This is an optimization exercise on Yosys and OpenROAD, whose aim is small area, a short achievable clock period and few clock cycles per item, not a production implementation. Function was not checked in any run shown here: the RTL went through the layout flow alone. Power figures rest on the tool's default switching activity, not on a simulated workload.

==> flow/design.v (outline; a module is shown in full before it is edited, if it fits) <==
// module multiplier: 1043 lines
// module mul_dec: 4 lines
// module mul_fa: 4 lines
// module mul_ha: 4 lines
module multiplier(
  output [63:0] prod,
  output busy,
  input [31:0] mc,
  input [31:0] mp,
  input clk,
  input rst,
  input start);
  // ...
==> flow/flow/run.sh <==
#!/bin/bash
# Layout flow: the standard flow (standard synthesis and ORFS steps), except
# that the port buffers inserted before global placement are buf_2 cells
# instead of the delay-cell buffers ORFS picks by default. Every input and
# output port still gets its own buffer.
set -euo pipefail
export BUFFER_PORTS_ARGS="-buffer_cell sky130_fd_sc_hd__buf_2"
bash standard.sh finish > standard_flow.log 2>&1
==> flow/standard.sh <==
#!/bin/bash
# synth_recipe.tcl (not shown) runs the flow's synth.tcl, then flattens the netlist and writes it again
# the make line also repeats each setting of config.mk as NAME=value (left out here)
make -C /OpenROAD-flow-scripts/flow DESIGN_CONFIG=/design/flow/config.mk WORK_HOME=/design/flow/orfs CLKGATE_MAP_FILE= SYNTH_SCRIPT=/design/flow/synth_recipe.tcl "${@:-finish}"
==> flow/config.mk <==
export PLATFORM = sky130hd
export DESIGN_NAME = multiplier
export DESIGN_NICKNAME = multiplier
export VERILOG_FILES = /design/flow/design.v
export SDC_FILE = /design/flow/constraint.sdc
export NUM_CORES = 4
export LEC_CHECK = 0
export CAP_MARGIN = 20
export CORE_MARGIN = 2
export CORE_UTILIZATION = 40
export SETUP_SLACK_MARGIN = 0.1
export SLEW_MARGIN = 20
export SYNTH_HIERARCHICAL = 1
export SYNTH_MINIMUM_KEEP_SIZE = 0
==> flow/constraint.sdc <==
create_clock -name core_clock -period 4.0 [get_ports {clk}]
set_input_delay 0.8000 -clock core_clock [delete_from_list [all_inputs] [get_ports {clk}]]
set_output_delay 0.8000 -clock core_clock [all_outputs]
set_load 0.01 [all_outputs]
==> impl_metrics.env, run 1 <==
export IMPL_global_route_usage_total_pct=23.2
export IMPL_logic_depth_of_the_worst_setup_path_including_buffers=11
export IMPL_insertion_delay_to_the_later_sink_of_the_worst_skew_pair_ns=0.46
export IMPL_rr_startpoint="busy_r"
export IMPL_top_power_group="combinational logic"
export IMPL_grt_pass1_wl_um=72500
export IMPL_place_gp_congestion=0.881
export IMPL_cp_cell_sequence="and2_4, buf_12, buf_12, a22oi_2, xnor2_2, fa_1, fa_2, fa_2, fa_2, fa_2, ha_4"
export IMPL_cp_max_fo=9
export IMPL_post_route_drc_count=0
export IMPL_post_route_min_period_ns=4.04
export IMPL_synth_yosys_seq_area_share_pct=27.1
export IMPL_antenna_violations_before_repair=0
export IMPL_synth_top_family_by_area="adder cells"
export IMPL_synth_xor_area_share_pct=12.6
export IMPL_check_failures="setup timing"
export IMPL_critPathRequiredTime_ns=4.21
export IMPL_slew_margin_rel_pct=53.9
export IMPL_status="failed layout checks"
export IMPL_power_static_leakage_nw=8.02
export IMPL_final_setup_tns_ns=-0.0600
export IMPL_nMultiInputCombCells=1042
export IMPL_seq_area_mm2=0.00435
export IMPL_bufAreaShareNonClock_pct=12.9
export IMPL_p_int_mw=10.8
export IMPL_max_freq_ghz=0.247
export IMPL_final_util_pct=50.9
export IMPL_fin_area_mm2=0.0202
export IMPL_clkSlewWorstSetupHoldPaths_ns=0.08
export IMPL_finalSetupViolations=4
export IMPL_postLayoutSetupSlackWorst_ns=-0.0425
==> run 2, diff against run 1 <==
--- a/flow/design.v
+++ b/flow/design.v
@@ -10,419 +10,415 @@
 reg [30:0] C;
 reg [23:0] Q;
 reg [11:0] Ls, Lc;
 reg t, cl, busy_r;
 reg [1:0] cnt;
 reg [5:0] d_one, d_two, d_neg;
 wire fin = busy_r & (cnt == 2'd1);
 wire it = start | busy_r;
-wire [12:0] dec0_b = {{mp[7:0], 4'd0}, 1'b0};
-wire [5:0] dec0_o, dec0_w, dec0_n;
-assign dec0_o[0] = 1'b0;
-assign dec0_w[0] = 1'b0;
-assign dec0_o[1] = 1'b0;
-assign dec0_w[1] = 1'b0;
-mul_dec ud1 (.b(dec0_b[6:4]), .o(dec0_o[2]), .w(dec0_w[2]));
-mul_dec ud2 (.b(dec0_b[8:6]), .o(dec0_o[3]), .w(dec0_w[3]));
-mul_dec ud3 (.b(dec0_b[10:8]), .o(dec0_o[4]), .w(dec0_w[4]));
-mul_dec ud4 (.b(dec0_b[12:10]), .o(dec0_o[5]), .w(dec0_w[5]));
-assign dec0_n = {dec0_b[12], dec0_b[10], dec0_b[8], dec0_b[6], dec0_b[4], dec0_b[2]};
-wire [17:0] dec0 = {dec0_n, dec0_w, dec0_o};
-wire [12:0] decn_b = busy_r ? Q[12:0] : {mp[19:7]};
-wire [5:0] decn_o, decn_w, decn_n;
-mul_dec ud5 (.b(decn_b[2:0]), .o(decn_o[0]), .w(decn_w[0]));
-mul_dec ud6 (.b(decn_b[4:2]), .o(decn_o[1]), .w(decn_w[1]));
-mul_dec ud7 (.b(decn_b[6:4]), .o(decn_o[2]), .w(decn_w[2]));
-mul_dec ud8 (.b(decn_b[8:6]), .o(decn_o[3]), .w(decn_w[3]));
-mul_dec ud9 (.b(decn_b[10:8]), .o(decn_o[4]), .w(decn_w[4]));
-mul_dec ud10 (.b(decn_b[12:10]), .o(decn_o[5]), .w(decn_w[5]));
-assign decn_n = {decn_b[12], decn_b[10], decn_b[8], decn_b[6], decn_b[4], decn_b[2]};
-wire [17:0] decn = {decn_n, decn_w, decn_o};
+wire dkeep = ~rst & (start | (busy_r & ~fin));   
+function [17:0] dec;
+  input [12:0] b;
+  integer k;
+  reg [5:0] o, w, n;
+  begin
+    for (k = 0; k < 6; k = k + 1) begin
+      o[k] = b[2*k+1] ^ b[2*k];
+      w[k] = (b[2*k+2] ^ b[2*k+1]) & ~(b[2*k+1] ^ b[2*k]);
+      n[k] = b[2*k+2];
+    end
+    dec = {n, w, o};
+  end
+endfunction
+wire [17:0] dec0 = dec({{mp[7:0], 4'd0}, 1'b0});
+wire [17:0] decn = dec(busy_r ? Q[12:0] : {mp[19:7]});
 wire [31:0] Me = busy_r ? M : mc;
 wire [5:0] oe = busy_r ? d_one : dec0[5:0];
 wire [5:0] we = busy_r ? d_two : dec0[11:6];
 wire [5:0] ne = busy_r ? d_neg : dec0[17:12];
 wire [31:0] Se = S & {32{busy_r}};
 wire [30:0] Ce = C & {31{busy_r}};
 wire te = t | ~busy_r;
 wire [32:0] Mx = {Me[31], Me};
 wire [33:0] Mx2 = {Mx, 1'b0};
-wire [32:0] x0 = ({33{oe[0]}} & Mx) | ({33{we[0]}} & Mx2[32:0]);
-wire [32:0] p0 = x0 ^ {33{ne[0]}};
+wire [32:0] Mr = {M[31], M};
+wire [33:0] Mr2 = {Mr, 1'b0};
+wire [32:0] x0 = ({33{d_one[0]}} & Mr) | ({33{d_two[0]}} & Mr2[32:0]);
+wire [32:0] p0 = x0 ^ {33{d_neg[0]}};
 wire [33:0] pp0 = {~p0[32], p0};
-wire [32:0] x1 = ({33{oe[1]}} & Mx) | ({33{we[1]}} & Mx2[32:0]);
-wire [32:0] p1 = x1 ^ {33{ne[1]}};
+wire [32:0] x1 = ({33{d_one[1]}} & Mr) | ({33{d_two[1]}} & Mr2[32:0]);
+wire [32:0] p1 = x1 ^ {33{d_neg[1]}};
 wire [33:0] pp1 = {~p1[32], p1};
 wire [32:0] x2 = ({33{oe[2]}} & Mx) | ({33{we[2]}} & Mx2[32:0]);
 wire [32:0] p2 = x2 ^ {33{ne[2]}};
 wire [33:0] pp2 = {~p2[32], p2};
 wire [32:0] x3 = ({33{oe[3]}} & Mx) | ({33{we[3]}} & Mx2[32:0]);
 wire [32:0] p3 = x3 ^ {33{ne[3]}};
 wire [33:0] pp3 = {~p3[32], p3};
 wire [32:0] x4 = ({33{oe[4]}} & Mx) | ({33{we[4]}} & Mx2[32:0]);
 wire [32:0] p4 = x4 ^ {33{ne[4]}};
 wire [33:0] pp4 = {~p4[32], p4};
 wire [32:0] x5 = ({33{oe[5]}} & Mx) | ({33{we[5]}} & Mx2[32:0]);
 wire [32:0] p5 = x5 ^ {33{ne[5]}};
 wire [33:0] pp5 = {~p5[32], p5};
 wire hs1, hc1;
-mul_ha u1 (.a(Se[0]), .b(ne[0]), .s(hs1), .co(hc1));
+mul_ha u1 (.a(ne[0]), .b(Se[0]), .s(hs1), .co(hc1));
 wire fs2, fc2;
-mul_fa u2 (.a(Ce[0]), .b(Se[1]), .c(hc1), .s(fs2), .co(fc2));
+mul_fa u2 (.a(Ce[0]), .b(Se[1]), .c(pp0[1]), .s(fs2), .co(fc2));
 wire fs3, fc3;
-mul_fa u3 (.a(Ce[1]), .b(Se[2]), .c(ne[1]), .s(fs3), .co(fc3));
+mul_fa u3 (.a(ne[1]), .b(Ce[1]), .c(Se[2]), .s(fs3), .co(fc3));
 wire fs4, fc4;
 mul_fa u4 (.a(pp0[2]), .b(pp1[0]), .c(fs3), .s(fs4), .co(fc4));
 wire fs5, fc5;
 mul_fa u5 (.a(Ce[2]), .b(Se[3]), .c(pp0[3]), .s(fs5), .co(fc5));
 wire fs6, fc6;
 mul_fa u6 (.a(pp1[1]), .b(fc3), .c(fs5), .s(fs6), .co(fc6));
 wire fs7, fc7;
 mul_fa u7 (.a(Ce[3]), .b(Se[4]), .c(ne[2]), .s(fs7), .co(fc7));
 wire fs8, fc8;
-mul_fa u8 (.a(pp0[4]), .b(pp1[2]), .c(fs7), .s(fs8), .co(fc8));
+mul_fa u8 (.a(pp0[4]), .b(pp1[2]), .c(fc5), .s(fs8), .co(fc8));
 wire fs9, fc9;
-mul_fa u9 (.a(fc5), .b(fs8), .c(pp2[0]), .s(fs9), .co(fc9));
+mul_fa u9 (.a(fs7), .b(fs8), .c(fc6), .s(fs9), .co(fc9));
 wire fs10, fc10;
 mul_fa u10 (.a(Ce[4]), .b(Se[5]), .c(pp0[5]), .s(fs10), .co(fc10));
 wire fs11, fc11;
 mul_fa u11 (.a(pp1[3]), .b(fc7), .c(fs10), .s(fs11), .co(fc11));
 wire fs12, fc12;
-mul_fa u12 (.a(fc8), .b(pp2[1]), .c(fs11), .s(fs12), .co(fc12));
+mul_fa u12 (.a(fc8), .b(fs11), .c(pp2[1]), .s(fs12), .co(fc12));
 wire fs13, fc13;
 mul_fa u13 (.a(Ce[5]), .b(Se[6]), .c(ne[3]), .s(fs13), .co(fc13));
 wire fs14, fc14;
-mul_fa u14 (.a(pp0[6]), .b(pp1[4]), .c(fs13), .s(fs14), .co(fc14));
+mul_fa u14 (.a(pp0[6]), .b(pp1[4]), .c(fc10), .s(fs14), .co(fc14));
 wire fs15, fc15;
-mul_fa u15 (.a(fc10), .b(fs14), .c(pp2[2]), .s(fs15), .co(fc15));
+mul_fa u15 (.a(fs13), .b(fs14), .c(fc11), .s(fs15), .co(fc15));
 wire fs16, fc16;
-mul_fa u16 (.a(pp3[0]), .b(fc11), .c(fs15), .s(fs16), .co(fc16));
+mul_fa u16 (.a(pp2[2]), .b(pp3[0]), .c(fs15), .s(fs16), .co(fc16));
 wire fs17, fc17;
 mul_fa u17 (.a(Ce[6]), .b(Se[7]), .c(pp0[7]), .s(fs17), .co(fc17));
 wire fs18, fc18;
 mul_fa u18 (.a(pp1[5]), .b(fc13), .c(fs17), .s(fs18), .co(fc18));
 wire fs19, fc19;
-mul_fa u19 (.a(fc14), .b(pp2[3]), .c(pp3[1]), .s(fs19), .co(fc19));
+mul_fa u19 (.a(fc14), .b(fs18), .c(pp2[3]), .s(fs19), .co(fc19));
 wire fs20, fc20;
-mul_fa u20 (.a(fs18), .b(fc15), .c(fs19), .s(fs20), .co(fc20));
+mul_fa u20 (.a(pp3[1]), .b(fc15), .c(fs19), .s(fs20), .co(fc20));
 wire fs21, fc21;
 mul_fa u21 (.a(Ce[7]), .b(Se[8]), .c(ne[4]), .s(fs21), .co(fc21));
 wire fs22, fc22;
-mul_fa u22 (.a(pp0[8]), .b(pp1[6]), .c(fs21), .s(fs22), .co(fc22));
+mul_fa u22 (.a(pp0[8]), .b(pp1[6]), .c(fc17), .s(fs22), .co(fc22));
 wire fs23, fc23;
-mul_fa u23 (.a(fc17), .b(fs22), .c(pp2[4]), .s(fs23), .co(fc23));
+mul_fa u23 (.a(fs21), .b(fs22), .c(fc18), .s(fs23), .co(fc23));
 wire fs24, fc24;
-mul_fa u24 (.a(pp3[2]), .b(pp4[0]), .c(fc18), .s(fs24), .co(fc24));
+mul_fa u24 (.a(pp2[4]), .b(pp3[2]), .c(pp4[0]), .s(fs24), .co(fc24));
 wire fs25, fc25;
-mul_fa u25 (.a(fc19), .b(fs23), .c(fs24), .s(fs25), .co(fc25));
+mul_fa u25 (.a(fs23), .b(fc19), .c(fs24), .s(fs25), .co(fc25));
 wire fs26, fc26;
 mul_fa u26 (.a(Ce[8]), .b(Se[9]), .c(pp0[9]), .s(fs26), .co(fc26));
 wire fs27, fc27;
 mul_fa u27 (.a(pp1[7]), .b(fc21), .c(fs26), .s(fs27), .co(fc27));
 wire fs28, fc28;
-mul_fa u28 (.a(fc22), .b(pp2[5]), .c(pp3[3]), .s(fs28), .co(fc28));
+mul_fa u28 (.a(fc22), .b(fs27), .c(pp2[5]), .s(fs28), .co(fc28));
 wire fs29, fc29;
-mul_fa u29 (.a(pp4[1]), .b(fs27), .c(fc23), .s(fs29), .co(fc29));
+mul_fa u29 (.a(pp3[3]), .b(pp4[1]), .c(fc23), .s(fs29), .co(fc29));
 wire fs30, fc30;
 mul_fa u30 (.a(fc24), .b(fs28), .c(fs29), .s(fs30), .co(fc30));
 wire fs31, fc31;
 mul_fa u31 (.a(Ce[9]), .b(Se[10]), .c(ne[5]), .s(fs31), .co(fc31));
 wire fs32, fc32;
-mul_fa u32 (.a(pp0[10]), .b(pp1[8]), .c(fs31), .s(fs32), .co(fc32));
+mul_fa u32 (.a(pp0[10]), .b(pp1[8]), .c(fc26), .s(fs32), .co(fc32));
 wire fs33, fc33;
-mul_fa u33 (.a(fc26), .b(fs32), .c(pp2[6]), .s(fs33), .co(fc33));
+mul_fa u33 (.a(fs31), .b(fs32), .c(fc27), .s(fs33), .co(fc33));
 wire fs34, fc34;
-mul_fa u34 (.a(pp3[4]), .b(pp4[2]), .c(pp5[0]), .s(fs34), .co(fc34));
+mul_fa u34 (.a(pp2[6]), .b(pp3[4]), .c(pp4[2]), .s(fs34), .co(fc34));
 wire fs35, fc35;
-mul_fa u35 (.a(fc27), .b(fc28), .c(fs33), .s(fs35), .co(fc35));
+mul_fa u35 (.a(pp5[0]), .b(fs33), .c(fc28), .s(fs35), .co(fc35));
 wire fs36, fc36;
 mul_fa u36 (.a(fs34), .b(fc29), .c(fs35), .s(fs36), .co(fc36));
 wire fs37, fc37;
 mul_fa u37 (.a(Ce[10]), .b(Se[11]), .c(pp0[11]), .s(fs37), .co(fc37));
 wire fs38, fc38;
 mul_fa u38 (.a(pp1[9]), .b(fc31), .c(fs37), .s(fs38), .co(fc38));
 wire fs39, fc39;
-mul_fa u39 (.a(fc32), .b(pp2[7]), .c(pp3[5]), .s(fs39), .co(fc39));
+mul_fa u39 (.a(fc32), .b(fs38), .c(pp2[7]), .s(fs39), .co(fc39));
 wire fs40, fc40;
-mul_fa u40 (.a(pp4[3]), .b(pp5[1]), .c(fs38), .s(fs40), .co(fc40));
+mul_fa u40 (.a(pp3[5]), .b(pp4[3]), .c(pp5[1]), .s(fs40), .co(fc40));
 wire fs41, fc41;
 mul_fa u41 (.a(fc33), .b(fc34), .c(fs39), .s(fs41), .co(fc41));
 wire fs42, fc42;
 mul_fa u42 (.a(fs40), .b(fc35), .c(fs41), .s(fs42), .co(fc42));
 wire fs43, fc43;
 mul_fa u43 (.a(Ce[11]), .b(Se[12]), .c(pp0[12]), .s(fs43), .co(fc43));
 wire fs44, fc44;
 mul_fa u44 (.a(pp1[10]), .b(fc37), .c(fs43), .s(fs44), .co(fc44));
 wire fs45, fc45;
-mul_fa u45 (.a(pp2[8]), .b(pp3[6]), .c(pp4[4]), .s(fs45), .co(fc45));
+mul_fa u45 (.a(fc38), .b(fs44), .c(pp2[8]), .s(fs45), .co(fc45));
 wire fs46, fc46;
-mul_fa u46 (.a(pp5[2]), .b(fc38), .c(fs44), .s(fs46), .co(fc46));
+mul_fa u46 (.a(pp3[6]), .b(pp4[4]), .c(pp5[2]), .s(fs46), .co(fc46));
 wire fs47, fc47;
-mul_fa u47 (.a(fc39), .b(fs45), .c(fc40), .s(fs47), .co(fc47));
+mul_fa u47 (.a(fc39), .b(fc40), .c(fs45), .s(fs47), .co(fc47));
 wire fs48, fc48;
 mul_fa u48 (.a(fs46), .b(fc41), .c(fs47), .s(fs48), .co(fc48));
 wire fs49, fc49;
 mul_fa u49 (.a(Ce[12]), .b(Se[13]), .c(pp0[13]), .s(fs49), .co(fc49));
 wire fs50, fc50;
 mul_fa u50 (.a(pp1[11]), .b(fc43), .c(fs49), .s(fs50), .co(fc50));
 wire fs51, fc51;
-mul_fa u51 (.a(pp2[9]), .b(pp3[7]), .c(pp4[5]), .s(fs51), .co(fc51));
+mul_fa u51 (.a(fc44), .b(fs50), .c(pp2[9]), .s(fs51), .co(fc51));
 wire fs52, fc52;
-mul_fa u52 (.a(pp5[3]), .b(fc44), .c(fs50), .s(fs52), .co(fc52));
+mul_fa u52 (.a(pp3[7]), .b(pp4[5]), .c(pp5[3]), .s(fs52), .co(fc52));
 wire fs53, fc53;
-mul_fa u53 (.a(fc45), .b(fs51), .c(fc46), .s(fs53), .co(fc53));
+mul_fa u53 (.a(fc45), .b(fc46), .c(fs51), .s(fs53), .co(fc53));
 wire fs54, fc54;
 mul_fa u54 (.a(fs52), .b(fc47), .c(fs53), .s(fs54), .co(fc54));
 wire fs55, fc55;
 mul_fa u55 (.a(Ce[13]), .b(Se[14]), .c(pp0[14]), .s(fs55), .co(fc55));
 wire fs56, fc56;
 mul_fa u56 (.a(pp1[12]), .b(fc49), .c(fs55), .s(fs56), .co(fc56));
 wire fs57, fc57;
-mul_fa u57 (.a(pp2[10]), .b(pp3[8]), .c(pp4[6]), .s(fs57), .co(fc57));
+mul_fa u57 (.a(fc50), .b(fs56), .c(pp2[10]), .s(fs57), .co(fc57));
 wire fs58, fc58;
-mul_fa u58 (.a(pp5[4]), .b(fc50), .c(fs56), .s(fs58), .co(fc58));
+mul_fa u58 (.a(pp3[8]), .b(pp4[6]), .c(pp5[4]), .s(fs58), .co(fc58));
 wire fs59, fc59;
-mul_fa u59 (.a(fc51), .b(fs57), .c(fc52), .s(fs59), .co(fc59));
+mul_fa u59 (.a(fc51), .b(fc52), .c(fs57), .s(fs59), .co(fc59));
 wire fs60, fc60;
 mul_fa u60 (.a(fs58), .b(fc53), .c(fs59), .s(fs60), .co(fc60));
 wire fs61, fc61;
 mul_fa u61 (.a(Ce[14]), .b(Se[15]), .c(pp0[15]), .s(fs61), .co(fc61));
 wire fs62, fc62;
 mul_fa u62 (.a(pp1[13]), .b(fc55), .c(fs61), .s(fs62), .co(fc62));
 wire fs63, fc63;
-mul_fa u63 (.a(pp2[11]), .b(pp3[9]), .c(pp4[7]), .s(fs63), .co(fc63));
+mul_fa u63 (.a(fc56), .b(fs62), .c(pp2[11]), .s(fs63), .co(fc63));
 wire fs64, fc64;
-mul_fa u64 (.a(pp5[5]), .b(fc56), .c(fs62), .s(fs64), .co(fc64));
+mul_fa u64 (.a(pp3[9]), .b(pp4[7]), .c(pp5[5]), .s(fs64), .co(fc64));
 wire fs65, fc65;
-mul_fa u65 (.a(fc57), .b(fs63), .c(fc58), .s(fs65), .co(fc65));
+mul_fa u65 (.a(fc57), .b(fc58), .c(fs63), .s(fs65), .co(fc65));
 wire fs66, fc66;
 mul_fa u66 (.a(fs64), .b(fc59), .c(fs65), .s(fs66), .co(fc66));
 wire fs67, fc67;
 mul_fa u67 (.a(Ce[15]), .b(Se[16]), .c(pp0[16]), .s(fs67), .co(fc67));
 wire fs68, fc68;
 mul_fa u68 (.a(pp1[14]), .b(fc61), .c(fs67), .s(fs68), .co(fc68));
 wire fs69, fc69;
-mul_fa u69 (.a(pp2[12]), .b(pp3[10]), .c(pp4[8]), .s(fs69), .co(fc69));
+mul_fa u69 (.a(fc62), .b(fs68), .c(pp2[12]), .s(fs69), .co(fc69));
 wire fs70, fc70;
-mul_fa u70 (.a(pp5[6]), .b(fc62), .c(fs68), .s(fs70), .co(fc70));
+mul_fa u70 (.a(pp3[10]), .b(pp4[8]), .c(pp5[6]), .s(fs70), .co(fc70));
 wire fs71, fc71;
-mul_fa u71 (.a(fc63), .b(fs69), .c(fc64), .s(fs71), .co(fc71));
+mul_fa u71 (.a(fc63), .b(fc64), .c(fs69), .s(fs71), .co(fc71));
 wire fs72, fc72;
 mul_fa u72 (.a(fs70), .b(fc65), .c(fs71), .s(fs72), .co(fc72));
 wire fs73, fc73;
 mul_fa u73 (.a(Ce[16]), .b(Se[17]), .c(pp0[17]), .s(fs73), .co(fc73));
 wire fs74, fc74;
 mul_fa u74 (.a(pp1[15]), .b(fc67), .c(fs73), .s(fs74), .co(fc74));
 wire fs75, fc75;
-mul_fa u75 (.a(pp2[13]), .b(pp3[11]), .c(pp4[9]), .s(fs75), .co(fc75));
+mul_fa u75 (.a(fc68), .b(fs74), .c(pp2[13]), .s(fs75), .co(fc75));
 wire fs76, fc76;
-mul_fa u76 (.a(pp5[7]), .b(fc68), .c(fs74), .s(fs76), .co(fc76));
+mul_fa u76 (.a(pp3[11]), .b(pp4[9]), .c(pp5[7]), .s(fs76), .co(fc76));
 wire fs77, fc77;
-mul_fa u77 (.a(fc69), .b(fs75), .c(fc70), .s(fs77), .co(fc77));
+mul_fa u77 (.a(fc69), .b(fc70), .c(fs75), .s(fs77), .co(fc77));
 wire fs78, fc78;
 mul_fa u78 (.a(fs76), .b(fc71), .c(fs77), .s(fs78), .co(fc78));
 wire fs79, fc79;
 mul_fa u79 (.a(Ce[17]), .b(Se[18]), .c(pp0[18]), .s(fs79), .co(fc79));
 wire fs80, fc80;
 mul_fa u80 (.a(pp1[16]), .b(fc73), .c(fs79), .s(fs80), .co(fc80));
 wire fs81, fc81;
-mul_fa u81 (.a(pp2[14]), .b(pp3[12]), .c(pp4[10]), .s(fs81), .co(fc81));
+mul_fa u81 (.a(fc74), .b(fs80), .c(pp2[14]), .s(fs81), .co(fc81));
 wire fs82, fc82;
-mul_fa u82 (.a(pp5[8]), .b(fc74), .c(fs80), .s(fs82), .co(fc82));
+mul_fa u82 (.a(pp3[12]), .b(pp4[10]), .c(pp5[8]), .s(fs82), .co(fc82));
 wire fs83, fc83;
-mul_fa u83 (.a(fc75), .b(fs81), .c(fc76), .s(fs83), .co(fc83));
+mul_fa u83 (.a(fc75), .b(fc76), .c(fs81), .s(fs83), .co(fc83));
 wire fs84, fc84;
 mul_fa u84 (.a(fs82), .b(fc77), .c(fs83), .s(fs84), .co(fc84));
 wire fs85, fc85;
 mul_fa u85 (.a(Ce[18]), .b(Se[19]), .c(pp0[19]), .s(fs85), .co(fc85));
 wire fs86, fc86;
 mul_fa u86 (.a(pp1[17]), .b(fc79), .c(fs85), .s(fs86), .co(fc86));
 wire fs87, fc87;
-mul_fa u87 (.a(pp2[15]), .b(pp3[13]), .c(pp4[11]), .s(fs87), .co(fc87));
+mul_fa u87 (.a(fc80), .b(fs86), .c(pp2[15]), .s(fs87), .co(fc87));
 wire fs88, fc88;
-mul_fa u88 (.a(pp5[9]), .b(fc80), .c(fs86), .s(fs88), .co(fc88));
+mul_fa u88 (.a(pp3[13]), .b(pp4[11]), .c(pp5[9]), .s(fs88), .co(fc88));
 wire fs89, fc89;
-mul_fa u89 (.a(fc81), .b(fs87), .c(fc82), .s(fs89), .co(fc89));
+mul_fa u89 (.a(fc81), .b(fc82), .c(fs87), .s(fs89), .co(fc89));
 wire fs90, fc90;
 mul_fa u90 (.a(fs88), .b(fc83), .c(fs89), .s(fs90), .co(fc90));
 wire fs91, fc91;
 mul_fa u91 (.a(Ce[19]), .b(Se[20]), .c(pp0[20]), .s(fs91), .co(fc91));
 wire fs92, fc92;
 mul_fa u92 (.a(pp1[18]), .b(fc85), .c(fs91), .s(fs92), .co(fc92));
 wire fs93, fc93;
-mul_fa u93 (.a(pp2[16]), .b(pp3[14]), .c(pp4[12]), .s(fs93), .co(fc93));
+mul_fa u93 (.a(fc86), .b(fs92), .c(pp2[16]), .s(fs93), .co(fc93));
 wire fs94, fc94;
-mul_fa u94 (.a(pp5[10]), .b(fc86), .c(fs92), .s(fs94), .co(fc94));
+mul_fa u94 (.a(pp3[14]), .b(pp4[12]), .c(pp5[10]), .s(fs94), .co(fc94));
 wire fs95, fc95;
-mul_fa u95 (.a(fc87), .b(fs93), .c(fc88), .s(fs95), .co(fc95));
+mul_fa u95 (.a(fc87), .b(fc88), .c(fs93), .s(fs95), .co(fc95));
 wire fs96, fc96;
 mul_fa u96 (.a(fs94), .b(fc89), .c(fs95), .s(fs96), .co(fc96));
 wire fs97, fc97;
 mul_fa u97 (.a(Ce[20]), .b(Se[21]), .c(pp0[21]), .s(fs97), .co(fc97));
 wire fs98, fc98;
 mul_fa u98 (.a(pp1[19]), .b(fc91), .c(fs97), .s(fs98), .co(fc98));
 wire fs99, fc99;
-mul_fa u99 (.a(pp2[17]), .b(pp3[15]), .c(pp4[13]), .s(fs99), .co(fc99));
+mul_fa u99 (.a(fc92), .b(fs98), .c(pp2[17]), .s(fs99), .co(fc99));
 wire fs100, fc100;
-mul_fa u100 (.a(pp5[11]), .b(fc92), .c(fs98), .s(fs100), .co(fc100));
+mul_fa u100 (.a(pp3[15]), .b(pp4[13]), .c(pp5[11]), .s(fs100), .co(fc100));
 wire fs101, fc101;
-mul_fa u101 (.a(fc93), .b(fs99), .c(fc94), .s(fs101), .co(fc101));
+mul_fa u101 (.a(fc93), .b(fc94), .c(fs100), .s(fs101), .co(fc101));
 wire fs102, fc102;
-mul_fa u102 (.a(fs100), .b(fc95), .c(fs101), .s(fs102), .co(fc102));
+mul_fa u102 (.a(fs99), .b(fc95), .c(fs101), .s(fs102), .co(fc102));
 wire fs103, fc103;
 mul_fa u103 (.a(Ce[21]), .b(Se[22]), .c(pp0[22]), .s(fs103), .co(fc103));
 wire fs104, fc104;
 mul_fa u104 (.a(pp1[20]), .b(fc97), .c(fs103), .s(fs104), .co(fc104));
 wire fs105, fc105;
-mul_fa u105 (.a(pp2[18]), .b(pp3[16]), .c(pp4[14]), .s(fs105), .co(fc105));
+mul_fa u105 (.a(fc98), .b(fs104), .c(pp2[18]), .s(fs105), .co(fc105));
 wire fs106, fc106;
-mul_fa u106 (.a(pp5[12]), .b(fc98), .c(fs104), .s(fs106), .co(fc106));
+mul_fa u106 (.a(pp3[16]), .b(pp4[14]), .c(pp5[12]), .s(fs106), .co(fc106));
 wire fs107, fc107;
-mul_fa u107 (.a(fc99), .b(fs105), .c(fc100), .s(fs107), .co(fc107));
+mul_fa u107 (.a(fc100), .b(fc99), .c(fs105), .s(fs107), .co(fc107));
 wire fs108, fc108;
 mul_fa u108 (.a(fs106), .b(fc101), .c(fs107), .s(fs108), .co(fc108));
 wire fs109, fc109;
 mul_fa u109 (.a(Ce[22]), .b(Se[23]), .c(pp0[23]), .s(fs109), .co(fc109));
 wire fs110, fc110;
 mul_fa u110 (.a(pp1[21]), .b(fc103), .c(fs109), .s(fs110), .co(fc110));
 wire fs111, fc111;
-mul_fa u111 (.a(pp2[19]), .b(pp3[17]), .c(pp4[15]), .s(fs111), .co(fc111));
+mul_fa u111 (.a(fc104), .b(fs110), .c(pp2[19]), .s(fs111), .co(fc111));
 wire fs112, fc112;
-mul_fa u112 (.a(pp5[13]), .b(fc104), .c(fs110), .s(fs112), .co(fc112));
+mul_fa u112 (.a(pp3[17]), .b(pp4[15]), .c(pp5[13]), .s(fs112), .co(fc112));
 wire fs113, fc113;
-mul_fa u113 (.a(fc105), .b(fs111), .c(fc106), .s(fs113), .co(fc113));
+mul_fa u113 (.a(fc105), .b(fc106), .c(fs111), .s(fs113), .co(fc113));
 wire fs114, fc114;
 mul_fa u114 (.a(fs112), .b(fc107), .c(fs113), .s(fs114), .co(fc114));
 wire fs115, fc115;
 mul_fa u115 (.a(Ce[23]), .b(Se[24]), .c(pp0[24]), .s(fs115), .co(fc115));
 wire fs116, fc116;
 mul_fa u116 (.a(pp1[22]), .b(fc109), .c(fs115), .s(fs116), .co(fc116));
 wire fs117, fc117;
-mul_fa u117 (.a(pp2[20]), .b(pp3[18]), .c(pp4[16]), .s(fs117), .co(fc117));
+mul_fa u117 (.a(fc110), .b(fs116), .c(pp2[20]), .s(fs117), .co(fc117));
 wire fs118, fc118;
-mul_fa u118 (.a(pp5[14]), .b(fc110), .c(fs116), .s(fs118), .co(fc118));
+mul_fa u118 (.a(pp3[18]), .b(pp4[16]), .c(pp5[14]), .s(fs118), .co(fc118));
 wire fs119, fc119;
-mul_fa u119 (.a(fc111), .b(fs117), .c(fc112), .s(fs119), .co(fc119));
+mul_fa u119 (.a(fc111), .b(fc112), .c(fs117), .s(fs119), .co(fc119));
 wire fs120, fc120;
 mul_fa u120 (.a(fs118), .b(fc113), .c(fs119), .s(fs120), .co(fc120));
 wire fs121, fc121;
 mul_fa u121 (.a(Ce[24]), .b(Se[25]), .c(pp0[25]), .s(fs121), .co(fc121));
 wire fs122, fc122;
 mul_fa u122 (.a(pp1[23]), .b(fc115), .c(fs121), .s(fs122), .co(fc122));
 wire fs123, fc123;
-mul_fa u123 (.a(pp2[21]), .b(pp3[19]), .c(pp4[17]), .s(fs123), .co(fc123));
+mul_fa u123 (.a(fc116), .b(fs122), .c(pp2[21]), .s(fs123), .co(fc123));
 wire fs124, fc124;
-mul_fa u124 (.a(pp5[15]), .b(fc116), .c(fs122), .s(fs124), .co(fc124));
+mul_fa u124 (.a(pp3[19]), .b(pp4[17]), .c(pp5[15]), .s(fs124), .co(fc124));
 wire fs125, fc125;
-mul_fa u125 (.a(fc117), .b(fs123), .c(fc118), .s(fs125), .co(fc125));
+mul_fa u125 (.a(fc117), .b(fc118), .c(fs123), .s(fs125), .co(fc125));
 wire fs126, fc126;
 mul_fa u126 (.a(fs124), .b(fc119), .c(fs125), .s(fs126), .co(fc126));
 wire fs127, fc127;
 mul_fa u127 (.a(Ce[25]), .b(Se[26]), .c(pp0[26]), .s(fs127), .co(fc127));
 wire fs128, fc128;
 mul_fa u128 (.a(pp1[24]), .b(fc121), .c(fs127), .s(fs128), .co(fc128));
 wire fs129, fc129;
-mul_fa u129 (.a(pp2[22]), .b(pp3[20]), .c(pp4[18]), .s(fs129), .co(fc129));
+mul_fa u129 (.a(fc122), .b(fs128), .c(pp2[22]), .s(fs129), .co(fc129));
 wire fs130, fc130;
-mul_fa u130 (.a(pp5[16]), .b(fc122), .c(fs128), .s(fs130), .co(fc130));
+mul_fa u130 (.a(pp3[20]), .b(pp4[18]), .c(pp5[16]), .s(fs130), .co(fc130));
 wire fs131, fc131;
-mul_fa u131 (.a(fc123), .b(fs129), .c(fc124), .s(fs131), .co(fc131));
+mul_fa u131 (.a(fc123), .b(fc124), .c(fs129), .s(fs131), .co(fc131));
 wire fs132, fc132;
 mul_fa u132 (.a(fs130), .b(fc125), .c(fs131), .s(fs132), .co(fc132));
 wire fs133, fc133;
 mul_fa u133 (.a(Ce[26]), .b(Se[27]), .c(pp0[27]), .s(fs133), .co(fc133));
 wire fs134, fc134;
 mul_fa u134 (.a(pp1[25]), .b(fc127), .c(fs133), .s(fs134), .co(fc134));
 wire fs135, fc135;
-mul_fa u135 (.a(pp2[23]), .b(pp3[21]), .c(pp4[19]), .s(fs135), .co(fc135));
+mul_fa u135 (.a(fc128), .b(fs134), .c(pp2[23]), .s(fs135), .co(fc135));
 wire fs136, fc136;
-mul_fa u136 (.a(pp5[17]), .b(fc128), .c(fs134), .s(fs136), .co(fc136));
+mul_fa u136 (.a(pp3[21]), .b(pp4[19]), .c(pp5[17]), .s(fs136), .co(fc136));
 wire fs137, fc137;
-mul_fa u137 (.a(fc129), .b(fs135), .c(fc130), .s(fs137), .co(fc137));
+mul_fa u137 (.a(fc129), .b(fc130), .c(fs135), .s(fs137), .co(fc137));
 wire fs138, fc138;
 mul_fa u138 (.a(fs136), .b(fc131), .c(fs137), .s(fs138), .co(fc138));
 wire fs139, fc139;
 mul_fa u139 (.a(Ce[27]), .b(Se[28]), .c(pp0[28]), .s(fs139), .co(fc139));
 wire fs140, fc140;
 mul_fa u140 (.a(pp1[26]), .b(fc133), .c(fs139), .s(fs140), .co(fc140));
 wire fs141, fc141;
-mul_fa u141 (.a(pp2[24]), .b(pp3[22]), .c(pp4[20]), .s(fs141), .co(fc141));
+mul_fa u141 (.a(fc134), .b(fs140), .c(pp2[24]), .s(fs141), .co(fc141));
 wire fs142, fc142;
-mul_fa u142 (.a(pp5[18]), .b(fc134), .c(fs140), .s(fs142), .co(fc142));
+mul_fa u142 (.a(pp3[22]), .b(pp4[20]), .c(pp5[18]), .s(fs142), .co(fc142));
 wire fs143, fc143;
-mul_fa u143 (.a(fc135), .b(fs141), .c(fc136), .s(fs143), .co(fc143));
+mul_fa u143 (.a(fc135), .b(fc136), .c(fs141), .s(fs143), .co(fc143));
 wire fs144, fc144;
 mul_fa u144 (.a(fs142), .b(fc137), .c(fs143), .s(fs144), .co(fc144));
 wire fs145, fc145;
 mul_fa u145 (.a(Ce[28]), .b(Se[29]), .c(pp0[29]), .s(fs145), .co(fc145));
 wire fs146, fc146;
 mul_fa u146 (.a(pp1[27]), .b(fc139), .c(fs145), .s(fs146), .co(fc146));
 wire fs147, fc147;
-mul_fa u147 (.a(pp2[25]), .b(pp3[23]), .c(pp4[21]), .s(fs147), .co(fc147));
+mul_fa u147 (.a(fc140), .b(fs146), .c(pp2[25]), .s(fs147), .co(fc147));
 wire fs148, fc148;
-mul_fa u148 (.a(pp5[19]), .b(fc140), .c(fs146), .s(fs148), .co(fc148));
+mul_fa u148 (.a(pp3[23]), .b(pp4[21]), .c(pp5[19]), .s(fs148), .co(fc148));
 wire fs149, fc149;
-mul_fa u149 (.a(fc141), .b(fs147), .c(fc142), .s(fs149), .co(fc149));
+mul_fa u149 (.a(fc141), .b(fc142), .c(fs147), .s(fs149), .co(fc149));
 wire fs150, fc150;
 mul_fa u150 (.a(fs148), .b(fc143), .c(fs149), .s(fs150), .co(fc150));
 wire fs151, fc151;
 mul_fa u151 (.a(Ce[29]), .b(Se[30]), .c(pp0[30]), .s(fs151), .co(fc151));
 wire fs152, fc152;
 mul_fa u152 (.a(pp1[28]), .b(fc145), .c(fs151), .s(fs152), .co(fc152));
 wire fs153, fc153;
-mul_fa u153 (.a(pp2[26]), .b(pp3[24]), .c(pp4[22]), .s(fs153), .co(fc153));
+mul_fa u153 (.a(fc146), .b(fs152), .c(pp2[26]), .s(fs153), .co(fc153));
 wire fs154, fc154;
-mul_fa u154 (.a(pp5[20]), .b(fc146), .c(fs152), .s(fs154), .co(fc154));
+mul_fa u154 (.a(pp3[24]), .b(pp4[22]), .c(pp5[20]), .s(fs154), .co(fc154));
 wire fs155, fc155;
-mul_fa u155 (.a(fc147), .b(fs153), .c(fc148), .s(fs155), .co(fc155));
+mul_fa u155 (.a(fc147), .b(fc148), .c(fs153), .s(fs155), .co(fc155));
 wire fs156, fc156;
 mul_fa u156 (.a(fs154), .b(fc149), .c(fs155), .s(fs156), .co(fc156));
 wire fs157, fc157;
 mul_fa u157 (.a(Ce[30]), .b(Se[31]), .c(pp0[31]), .s(fs157), .co(fc157));
 wire fs158, fc158;
 mul_fa u158 (.a(pp1[29]), .b(fc151), .c(fs157), .s(fs158), .co(fc158));
 wire fs159, fc159;
-mul_fa u159 (.a(pp2[27]), .b(pp3[25]), .c(pp4[23]), .s(fs159), .co(fc159));
+mul_fa u159 (.a(fc152), .b(fs158), .c(pp2[27]), .s(fs159), .co(fc159));
 wire fs160, fc160;
-mul_fa u160 (.a(pp5[21]), .b(fc152), .c(fs158), .s(fs160), .co(fc160));
+mul_fa u160 (.a(pp3[25]), .b(pp4[23]), .c(pp5[21]), .s(fs160), .co(fc160));
 wire fs161, fc161;
-mul_fa u161 (.a(fc153), .b(fs159), .c(fc154), .s(fs161), .co(fc161));
+mul_fa u161 (.a(fc153), .b(fc154), .c(fs159), .s(fs161), .co(fc161));
 wire fs162, fc162;
 mul_fa u162 (.a(fs160), .b(fc155), .c(fs161), .s(fs162), .co(fc162));
 wire fs163, fc163;
 mul_fa u163 (.a(~te), .b(pp0[32]), .c(pp1[30]), .s(fs163), .co(fc163));
 wire fs164, fc164;
-mul_fa u164 (.a(fc157), .b(fs163), .c(pp2[28]), .s(fs164), .co(fc164));
+mul_fa u164 (.a(fc157), .b(fs163), .c(fc158), .s(fs164), .co(fc164));
 wire fs165, fc165;
-mul_fa u165 (.a(pp3[26]), .b(pp4[24]), .c(pp5[22]), .s(fs165), .co(fc165));
+mul_fa u165 (.a(pp2[28]), .b(pp3[26]), .c(pp4[24]), .s(fs165), .co(fc165));
 wire fs166, fc166;
-mul_fa u166 (.a(fc158), .b(fc159), .c(fs164), .s(fs166), .co(fc166));
+mul_fa u166 (.a(pp5[22]), .b(fs164), .c(fc159), .s(fs166), .co(fc166));
 wire fs167, fc167;
-mul_fa u167 (.a(fs165), .b(fc160), .c(fc161), .s(fs167), .co(fc167));
+mul_fa u167 (.a(fc160), .b(fs165), .c(fs166), .s(fs167), .co(fc167));
 wire hs168, hc168;
-mul_ha u168 (.a(fs166), .b(fs167), .s(hs168), .co(hc168));
+mul_ha u168 (.a(fc161), .b(fs167), .s(hs168), .co(hc168));
 wire fs169, fc169;
 mul_fa u169 (.a(te), .b(pp0[33]), .c(pp1[31]), .s(fs169), .co(fc169));
 wire fs170, fc170;
 mul_fa u170 (.a(fc163), .b(fs169), .c(pp2[29]), .s(fs170), .co(fc170));
 wire fs171, fc171;
 mul_fa u171 (.a(pp3[27]), .b(pp4[25]), .c(pp5[23]), .s(fs171), .co(fc171));
 wire fs172, fc172;
 mul_fa u172 (.a(fc164), .b(fc165), .c(fs170), .s(fs172), .co(fc172));
 wire fs173, fc173;
 mul_fa u173 (.a(fs171), .b(fc166), .c(fs172), .s(fs173), .co(fc173));
 wire hs174, hc174;
 mul_ha u174 (.a(fc167), .b(fs173), .s(hs174), .co(hc174));
 wire fs175, fc175;
 mul_fa u175 (.a(1'b1), .b(pp1[32]), .c(fc169), .s(fs175), .co(fc175));
 wire fs176, fc176;
-mul_fa u176 (.a(pp2[30]), .b(pp3[28]), .c(pp4[26]), .s(fs176), .co(fc176));
+mul_fa u176 (.a(fs175), .b(pp2[30]), .c(pp3[28]), .s(fs176), .co(fc176));
 wire fs177, fc177;
-mul_fa u177 (.a(pp5[24]), .b(fs175), .c(fc170), .s(fs177), .co(fc177));
+mul_fa u177 (.a(pp4[26]), .b(pp5[24]), .c(fc170), .s(fs177), .co(fc177));
 wire fs178, fc178;
 mul_fa u178 (.a(fc171), .b(fs176), .c(fs177), .s(fs178), .co(fc178));
 wire fs179, fc179;
 mul_fa u179 (.a(fc172), .b(fs178), .c(fc173), .s(fs179), .co(fc179));
 wire fs180, fc180;
 mul_fa u180 (.a(pp1[33]), .b(fc175), .c(pp2[31]), .s(fs180), .co(fc180));
 wire fs181, fc181;
 mul_fa u181 (.a(pp3[29]), .b(pp4[27]), .c(pp5[25]), .s(fs181), .co(fc181));
@@ -457,18 +453,18 @@
 wire fs196, fc196;
 mul_fa u196 (.a(1'b1), .b(pp4[32]), .c(pp5[30]), .s(fs196), .co(fc196));
 wire hs197, hc197;
 mul_ha u197 (.a(fc194), .b(fs196), .s(hs197), .co(hc197));
 wire fs198, fc198;
 mul_fa u198 (.a(pp4[33]), .b(pp5[31]), .c(fc196), .s(fs198), .co(fc198));
 wire hs199, hc199;
 mul_ha u199 (.a(1'b1), .b(pp5[32]), .s(hs199), .co(hc199));
-wire [44:0] R0 = {1'b0, pp5[33], hs199, hc197, hs197, hc193, hs193, hc187, hs187, fc179, hc174, hc168, fc162, fc156, fc150, fc144, fc138, fc132, fc126, fc120, fc114, fc108, fc102, fc96, fc90, fc84, fc78, fc72, fc66, fc60, fc54, fc48, fc42, fc36, fc30, fc25, fc20, fc16, fc12, fc9, fc6, fc4, fc2, pp0[1], hs1};
-wire [44:0] R1 = {1'b0, hc199, fc198, fs198, fc195, fs195, fc190, fs190, fc183, fs183, fs179, hs174, hs168, fs162, fs156, fs150, fs144, fs138, fs132, fs126, fs120, fs114, fs108, fs102, fs96, fs90, fs84, fs78, fs72, fs66, fs60, fs54, fs48, fs42, fs36, fs30, fs25, fs20, fs16, fs12, fs9, fs6, fs4, fs2, pp0[0]};
+wire [44:0] R0 = {1'b0, pp5[33], hs199, hc197, hs197, hc193, hs193, hc187, hs187, fc179, hc174, hc168, fc162, fc156, fc150, fc144, fc138, fc132, fc126, fc120, fc114, fc108, fc102, fc96, fc90, fc84, fc78, fc72, fc66, fc60, fc54, fc48, fc42, fc36, fc30, fc25, fc20, fc16, fc12, fc9, pp2[0], fc4, fc2, hc1, pp0[0]};
+wire [44:0] R1 = {1'b0, hc199, fc198, fs198, fc195, fs195, fc190, fs190, fc183, fs183, fs179, hs174, hs168, fs162, fs156, fs150, fs144, fs138, fs132, fs126, fs120, fs114, fs108, fs102, fs96, fs90, fs84, fs78, fs72, fs66, fs60, fs54, fs48, fs42, fs36, fs30, fs25, fs20, fs16, fs12, fs9, fs6, fs4, fs2, hs1};
 wire [43:0] fa_p = {S, Ls};
 wire [44:0] pg0_g = {1'b0, C, Lc, cl};
 wire [44:0] pg0_p = {fa_p, 1'b0};
 wire [44:0] pg1_g, pg1_p;
 assign pg1_g[0] = pg0_g[0];
 assign pg1_p[0] = pg0_p[0];
 assign pg1_g[1] = pg0_g[1] | (pg0_p[1] & pg0_g[0]);
 assign pg1_p[1] = pg0_p[1] & pg0_p[0];
@@ -1020,36 +1016,32 @@
 always @(posedge clk) begin
   if (rst) busy_r <= 1'b0;
   else if (start) busy_r <= 1'b1;
   else if (fin) busy_r <= 1'b0;
   cnt <= start ? 2'd0 : cnt + 2'd1;
   M <= Me;
   if (start) Q <= {11'd0, {mp[31:19]}};
   else if (busy_r) Q <= {F[11:0], Q[23:12]};
-  d_one <= decn[5:0];
-  d_two <= decn[11:6];
-  d_neg <= decn[17:12];
+  d_one <= decn[5:0] & {6{dkeep}};
+  d_two <= decn[11:6] & {6{dkeep}};
+  d_neg <= decn[17:12] & {6{dkeep}};
   if (it) begin
     S <= Tp[43:12];
     C <= Tg[42:12];
     t <= Tp[44] | Tg[43];
     Ls <= Tp[11:0];
     Lc <= Tg[11:0];
     cl <= csh & busy_r;
   end
 end
 assign busy = busy_r;
 wire [67:0] Pfull = {F, Q[23:0]};
 assign prod = Pfull[67:4];
 endmodule
-module mul_dec(input [2:0] b, output o, output w);
-  assign o = b[1] ^ b[0];
-  assign w = b[2] ? ~(b[1] | b[0]) : (b[1] & b[0]);
-endmodule
 module mul_fa(input a, input b, input c, output s, output co);
   assign s = a ^ b ^ c;
   assign co = (a & b) | (c & (a ^ b));
 endmodule
 module mul_ha(input a, input b, output s, output co);
   assign s = a ^ b;
   assign co = a & b;
 endmodule
==> run 2 against run 1 <==
Against the previous run:
- the layout still fails its checks (setup timing)
- global-route usage shrank 1.0 points
- clock power increased by 6%
- die area decreased by 1.6%
- final cell count is 2.6% lower
- design area is 5.9% lower
==> impl_metrics.env, run 2 <==
export IMPL_drive_above_1_share_pct=29.3
export IMPL_cts_hold_buffers_added=0
export IMPL_grt_pass1_wl_um=69700
export IMPL_worst_reg2reg_path_depth=10
export IMPL_antenna_cells_inserted=0
export IMPL_totalWireLength_um=44900
export IMPL_vias_per_cell=5.41
export IMPL_layout_worst_path_cycle_share_pct=100
export IMPL_critical_path_buf_inv_count=1
export IMPL_rsz_0062_raised_after_global_routing="yes"
export IMPL_port_buffers=131
export IMPL_cpLargestDelayFamily="adder cells"
export IMPL_p_sw_share_pct=43.1
export IMPL_p_int_mw=9.82
export IMPL_synth_top_flop_cell="edfxtp_1"
export IMPL_cp_end_kind="flop"
export IMPL_average_size_of_a_mapped_cell_um2=11.1
export IMPL_largest_net_degree_at_the_start_of_global_routing=39
export IMPL_maxSlewViolCount=0
export IMPL_r2r_setup_slk_ns=-0.00008
export IMPL_hold_slack_ns=0.434
export IMPL_check_failures="setup timing"
export IMPL_rows=72
export IMPL_ys_top_cells_by_area="fa_1 (24%), edfxtp_1 (19%), xnor2_1 (13%)"
export IMPL_clkSlewWorstSetupHoldPaths_ns=0.08
export IMPL_die_area_mm2=0.0411
export IMPL_synth_async_sr_flop_share_pct=0
export IMPL_wl_per_cell_um=21.4
export IMPL_ir_drop_mv=0.504
export IMPL_die_h_um=203
export IMPL_routed_via_count=11400
export IMPL_insertion_delay_to_the_later_sink_of_the_worst_skew_pair_ns=0.46
export IMPL_rr_startpoint="d_one[0]"
export IMPL_layout_top_registers="M: 32 flops, S: 32 flops, C: 31 flops"
export IMPL_r2r_end="S[20]"
export IMPL_antenna_violating_nets_post_route=0
export IMPL_grt_overflow_total=0
export IMPL_critPathRequiredTime_ns=4.23
export IMPL_global_route_usage_total_pct=22.2
export IMPL_timing_hold_worst_start="cnt[0]"
export IMPL_via_count_of_the_first_global_routing_pass=11900
export IMPL_power_per_cell_area_mw_per_mm2=908
export IMPL_synth_yosys_seq_area_share_pct=27.5
export IMPL_worstPathArrival_ns=4.23
export IMPL_min_to="cnt[0]"
export IMPL_initial_utilization_pct=40.6
export IMPL_sinks_on_clock_net=166
export IMPL_power_sequential_fraction_pct=22.5
export IMPL_total_switching_power_mw=7.44
export IMPL_tritoncts="yes"
export IMPL_yosys_warnings=7
export IMPL_slowest_stage="fa_2"
export IMPL_synth_enable_flop_cells=102
export IMPL_drt_pre_antenna_iters=5
export IMPL_post_route_min_period_ns=4.00
export IMPL_clock_tree_buffer_depth=2
export IMPL_yosys_top_cells_count="xnor2_1 (230), fa_1 (192), o22ai_1 (125)"
export IMPL_synth_most_common_cell="xnor2_1"
export IMPL_finalSetupViolations=1
export IMPL_clock_tree_htree_level_count=4
export IMPL_place_hpwl_um=34500
export IMPL_power_total_mw=17.3
export IMPL_number_of_placed_i_o_pins=132
export IMPL_post_synth_top_area_fraction_pct=24.4
export IMPL_final_hold_viol_count=0
export IMPL_slew_margin_rel_pct=59.3
export IMPL_layout_common_cells="xnor2_1 (220), fa_1 (154), buf_2 (130), o22ai_1 (124), buf_4 (115)"
export IMPL_finish_cell_count_without_fillers=2099
export IMPL_clock_skew_final_ns=0.0172
export IMPL_worst_slew_pin_transition_ns=0.611
export IMPL_postSynthRegisterBits=166
export IMPL_max_freq_ghz=0.250
export IMPL_hold_path_class="flop to flop"
export IMPL_syn_inst=1420
export IMPL_cp_max_fo=14
export IMPL_comb_power_share_pct=67.0
export IMPL_nNetsFinal=1885
export IMPL_worst_setup_path_start_kind="flop"
export IMPL_tritoncts_num_buffers=17
export IMPL_synth_distinct_cells=56
export IMPL_dpl_worst_slack_ns=-0.262
export IMPL_postLayoutSetupSlackWorst_ns=-0.0000759
export IMPL_clockPowerShare_pct=10.6
export IMPL_most_common_cell_after_layout_fill_and_taps_aside="xnor2_1"
export IMPL_mappedNetlistArea_mm2=0.0158
export IMPL_cpMostUsedCell="fa_2"
export IMPL_ctsRootBufferMaster="clkbuf_16"
export IMPL_post_route_drc_count=0
export IMPL_core_mm2=0.0388
export IMPL_place_gp_congestion=0.902
export IMPL_synthDominantAreaCellType="fa_1"
export IMPL_crit_path_max_incr_delay_ns=0.58
export IMPL_synth_to_final_area_change_pct=20.4
export IMPL_final_util_pct=48.9
export IMPL_antenna_violations_before_repair=0
export IMPL_numPlacedInstances=2045
export IMPL_cap_viol_max_count=0
export IMPL_detail_route_iter0_violations=673
export IMPL_dieWidth_um=203
export IMPL_cp_cell_sequence="buf_12, a22oi_2, xnor2_1, fa_1, fa_2, fa_2, fa_2, fa_2, ha_4, ha_4"
export IMPL_worst_hold_path_num_cells=1
export IMPL_power_static_leakage_nw=7.48
export IMPL_crit_type="flop to flop"
export IMPL_status="failed layout checks"
==> run 2: worst max-delay path by stage <==
stage | from | end | slack, ns | cells past startpoint
3_3_place_gp | mp[4] | S[22] | -0.25 | 11
4_1_cts | cl | prod[50] | -0.05 | 13
3_5_place_dp | mp[5] | S[23] | -0.26 | 12
5_1_grt | d_one[0] | S[20] | -0.07 | 10
2_1_floorplan | busy_r | S[22] | -0.25 | 13
6_report | d_one[0] | S[20] | -0.00008 | 10
==> run 2: power by group through the flow <==
| stage | clock [mW] | sequential (mW) | combinational [mW] |
|---|---|---|---|
| floorplan | 0 | 3.67 | 7.54 |
| global placement | 0 | 3.89 | 10.2 |
| detailed placement | 0 | 3.89 | 10.5 |
| CTS | 1.85 | 3.85 | 11.0 |
| global route | 1.92 | 3.95 | 13.0 |
| finish | 1.82 | 3.88 | 11.6 |
==> run 2: kinds of logic after synthesis <==
kind of cell | synth area share, %
adder cells (fa/ha/maj) | 29.0
other | 0.0238
flip-flops | 27.5
AO/OA/AOI/OAI | 12.4
buffers and inverters | 6.25
XOR/XNOR | 13.8
AND/OR/NAND/NOR | 6.75
multiplexers | 4.35
==> run 2: metrics by stage <==
step,TNS (ns),cell area (um^2)
after detailed placement,-9.39,17500
after CTS,-0.0462,18500
after global placement,-7.34,17500
after floorplan,-2.60,16000
after global routing,-0.388,19000
final,-0.0000759,19000
==> run 2: area by class of cell <==
cell class | instances | area [um^2]
inverter | 50 | 188
timing repair buffer | 270 | 1950
clock buffer | 17 | 425
clock inverter | 15 | 226
fill | 3499 | 19800
tap | 518 | 648
multi-input combinational | 1063 | 11200
sequential | 166 | 4360
==> run 2: per-module statistics from Yosys, one instance, submodules excluded <==
module / flops+latches / cells / times used / cell area, um^2
mul_ha: 0 / 1 / 7 / 12.5
mul_fa: 0 / 1 / 192 / 20.0
multiplier: 166 / 1221 / 1 / 11900
==> run 2: repair_timing <==
action | CTS | global route
gates cloned | 0 | 1
resized for setup | 49 | 80
setup endpoints to repair | 83 | 64
pin swaps | 30 | 34
buffers inserted | 17 | 4
==> run 2: routing by layer <==
| metal | vias up | global-route usage, % | part of all wire (%) |
|---|---|---|---|
| met5 | - | 0 | 0 |
| met1 | 5768 | 29.9 | 44 |
| met4 | 0 | 5.24 | 1.9 |
| li1 | 5197 | - | - |
| met2 | 342 | 37.3 | 49 |
| met3 | 53 | 3.96 | 4.9 |

[afterwards: timing with drivers on the ports]
How much do the figures lean on ideal ports? The routed layouts below were timed once more, with nothing changed but the port constraints. Step 1 sets driving cells, clkbuf_16 on the clock port and buf_2 on the other inputs (assumed; they add their load-dependent delay and slew). Step 2 also shifts input and output timing later by t, the mid clock arrival at the registers, as if the neighbouring blocks saw the same clock. Slacks: no drivers / after step 1 / after step 2; pairs: no drivers / after step 1.
run	shift t [ns]	setup WS [ns]	worst register clock-pin slew, ns
run 1	0.504	-0.043 / -0.043 / -0.382	0.08 / 0.08
run 2	0.514	0.000 / -0.002 / -0.258	0.09 / 0.09
The setup slack of run 1, which loses most, moves by 0.000 ns with the drivers and by -0.339 ns with both steps.
